From an optimization exercise on the open Yosys and OpenROAD flow, aimed at small area; shortcuts taken in it are not production practice.
The RTL was checked by simulation tests, not by an equivalence proof against the original design.

== north ==
// mini_fir
module mini_fir #(
    parameter NUM = 1
)(
    input        clk,
    input        rst_n,
    input  [3:0] i_addr,
    input  [7:0] i_data_wr,
    input        i_wr,
    input        i_rd,
    output [7:0] o_data_rd,
    input  [7:0] i_din,
    output reg [7:0] o_dout
);
wire [7:0] fir_ctrl;
wire [7:0] coeff_00, coeff_01, coeff_02, coeff_03, coeff_04, coeff_05, coeff_06;
wire [7:0] sum_n;
wire       ok;
mini_fir_ctrl u_fir_ctrl (
    .clk        (clk),
    .rst_n      (rst_n),
    .i_addr     (i_addr),
    .i_data_wr  (i_data_wr),
    .i_wr       (i_wr),
    .i_rd       (i_rd),
    .o_data_rd  (o_data_rd),
    .o_fir_ctrl (fir_ctrl),
    .o_coeff_00 (coeff_00),
    .o_coeff_01 (coeff_01),
    .o_coeff_02 (coeff_02),
    .o_coeff_03 (coeff_03),
    .o_coeff_04 (coeff_04),
    .o_coeff_05 (coeff_05),
    .o_coeff_06 (coeff_06)
);
mini_fir_dp u_fir_dp (
    .clk        (clk),
    .i_coeff_00 (coeff_00),
    .i_coeff_01 (coeff_01),
    .i_coeff_02 (coeff_02),
    .i_coeff_03 (coeff_03),
    .i_coeff_04 (coeff_04),
    .i_coeff_05 (coeff_05),
    .i_coeff_06 (coeff_06),
    .i_din      (i_din),
    .o_sum_n    (sum_n),
    .o_ok       (ok)
);
wire [7:0] dout_nxt, filt;
wire       en_n = ~fir_ctrl[0];
genvar b;
generate
  ...
Size in the first run: roughly 1,300 cells after synthesis, roughly 150 flip-flops, roughly 40 I/O pins.
export LEC_CHECK = 0
export CAP_MARGIN = 20
export CORE_MARGIN = 2
export CORE_UTILIZATION = 65
export CTS_BUF_LIST = sky130_fd_sc_hd__clkbuf_8
export CTS_CLUSTER_DIAMETER = 30
export GPL_TIMING_DRIVEN = 0
export SLEW_MARGIN = 20
export SYNTH_HIERARCHICAL = 1
create_clock -name core_clock -period 5.5 [get_ports {clk}]
standard.sh (not shown) runs the stock make flow with config.mk's settings and CLKGATE_MAP_FILE= SYNTH_SCRIPT=/design/flow/synth_recipe.tcl, a recipe that flattens the netlist after the stock synthesis.
==> flow/flow/run.sh <==
#!/bin/bash
# The standard layout, with two changes:
# - the port buffers are the smallest buffer (sky130_fd_sc_hd__buf_1) instead
#   of ORFS's default choice;
# - clock tree synthesis adds no dummy loads to balance the tree's leaves
#   (the other CTS arguments are the ones ORFS builds from config.mk).
set -euo pipefail
bash standard.sh \
  "BUFFER_PORTS_ARGS=-buffer_cell sky130_fd_sc_hd__buf_1" \
  "CTS_ARGS=-sink_clustering_enable -repair_clock_nets -sink_clustering_max_diameter 30 -buf_list sky130_fd_sc_hd__clkbuf_8 -dont_use_dummy_load" \
  finish > standard.log 2>&1
### north -> south
==> flow/flow/run.sh <==
#!/bin/bash
# The standard layout, except that the port buffers are the smallest buffer
# (sky130_fd_sc_hd__buf_1) instead of ORFS's default choice.
set -euo pipefail
bash standard.sh "BUFFER_PORTS_ARGS=-buffer_cell sky130_fd_sc_hd__buf_1" finish > standard.log 2>&1
--- a/flow/config.mk
+++ b/flow/config.mk
@@ -8,5 +8,5 @@
 export CAP_MARGIN = 20
 export CORE_MARGIN = 2
-export CORE_UTILIZATION = 65
+export CORE_UTILIZATION = 72
 export CTS_BUF_LIST = sky130_fd_sc_hd__clkbuf_8
 export CTS_CLUSTER_DIAMETER = 30
--- outcome ---
Measured against each other, north and south differ in utilization after layout, the lower figure coming from north.
Clock-pin slew on the worst setup and hold paths: north vs south — no meaningful difference
In the metrics for north and south, the one carrying the higher sum of routed wire length over all layers is south.
From north to south the numbers moved as follows: area inside the core boundary saw a decrease; area of the die saw a decrease; global-route wire length before repair saw an increase; via count saw an increase; worst hold margin saw a decrease.
No run among north and south stopped early or left any final violation; all are clean.

---

== rev 12 ==
mini_fir, a different RTL version from the one above (not shown whole).
For scale: roughly 1300 cells after synthesis, ~150 flip-flops, roughly 40 I/O pins, roughly 15000 um^2 of cells after synthesis.
==> flow/design.v (excerpt) <==
module mini_fir #(
    parameter NUM = 1
)(
    input        clk,
    input        rst_n,
    input  [3:0] i_addr,
    input  [7:0] i_data_wr,
    input        i_wr,
    input        i_rd,
    output [7:0] o_data_rd,
    input  [7:0] i_din,
    output reg [7:0] o_dout
);
wire [7:0] fir_ctrl;
wire [7:0] coeff_00, coeff_01, coeff_02, coeff_03, coeff_04, coeff_05, coeff_06;
wire [7:0] sum_n;
wire       ok;
mini_fir_ctrl u_fir_ctrl (
    .clk        (clk),
    .rst_n      (rst_n),
    .i_addr     (i_addr),
    .i_data_wr  (i_data_wr),
    .i_wr       (i_wr),
    .i_rd       (i_rd),
    .o_data_rd  (o_data_rd),
    .o_fir_ctrl (fir_ctrl),
    .o_coeff_00 (coeff_00),
    .o_coeff_01 (coeff_01),
    .o_coeff_02 (coeff_02),
    .o_coeff_03 (coeff_03),
    .o_coeff_04 (coeff_04),
    .o_coeff_05 (coeff_05),
    .o_coeff_06 (coeff_06)
);
mini_fir_dp u_fir_dp (
    .clk        (clk),
    .i_coeff_00 (coeff_00),
    .i_coeff_01 (coeff_01),
    .i_coeff_02 (coeff_02),
    .i_coeff_03 (coeff_03),
    .i_coeff_04 (coeff_04),
    .i_coeff_05 (coeff_05),
    .i_coeff_06 (coeff_06),
    .i_din      (i_din),
    .o_sum_n    (sum_n),
    .o_ok       (ok)
);
wire [7:0] dout_nxt, filt;
wire       en_n = ~fir_ctrl[0];
genvar b;
generate
    for (b = 0; b < 8; b = b + 1) begin : g_out
        mini_fir_nand2 u_filt (.a(ok), .b(sum_n[b]), .y(filt[b]));
  ...
clock: 5.5 ns
lec_check: 0
cap_margin: 20
core_margin: 2
core_utilization: 62
cts_buf_list: sky130_fd_sc_hd__clkbuf_8
cts_cluster_diameter: 30
gpl_timing_driven: 0
slew_margin: 20
synth_hierarchical: 1
==> flow/flow/run.sh <==
#!/bin/bash
# The standard layout, with two changes:
# - the port buffers are the smallest buffer (sky130_fd_sc_hd__buf_1) instead
#   of ORFS's default choice;
# - clock tree synthesis adds no dummy loads to balance the tree's leaves
#   (the other CTS arguments are the ones ORFS builds from config.mk).
set -euo pipefail
bash standard.sh \
  "BUFFER_PORTS_ARGS=-buffer_cell sky130_fd_sc_hd__buf_1" \
  "CTS_ARGS=-sink_clustering_enable -repair_clock_nets -sink_clustering_max_diameter 30 -buf_list sky130_fd_sc_hd__clkbuf_8 -dont_use_dummy_load" \
  finish > standard.log 2>&1
Inputs modified between rev 12 and rev 13:
- CORE_UTILIZATION changed from 62 to 65
--- outcome ---
Cell total after placement ended up 2.1% lower on rev 13 than on rev 12.
When rev 13 is set beside rev 12, its final non-filler cell total turns out to be 2.0% smaller.
Any difference in post-route cell area between rev 12 and rev 13 is small enough to ignore.
Amount of wire on met2 after detailed routing: rev 13 vs rev 12 down 0.97%

## re-timing with driven ports
In the flow no input, the clock included, has a driving cell. The finished layouts below were timed again as built, in two steps.
Step 1: set_driving_cell puts a clkbuf_16 on clk and a buf_2 on each other input, an assumption about the parent block.
Step 2, shift: input delay + t, output delay - t, t = (earliest + latest rising clock arrival at the registers) / 2. This alone moves slack from input paths to output paths.
a / b / c = no drivers / after step 1 / after step 2; a / b = the first two.
| run | t (ns) | setup WS [ns] | cell pins on the clock port's net |
|---|---|---|---|
| north | 0.490 | 0.119 / 0.119 / 0.119 | 1 |
| south | 0.524 | 0.063 / 0.063 / 0.063 | 1 |
| rev 12 | 0.501 | 0.126 / 0.126 / 0.126 | 1 |
| rev 13 | 0.485 | 0.161 / 0.161 / 0.161 | 1 |
After both steps setup and hold are still met in every run listed.
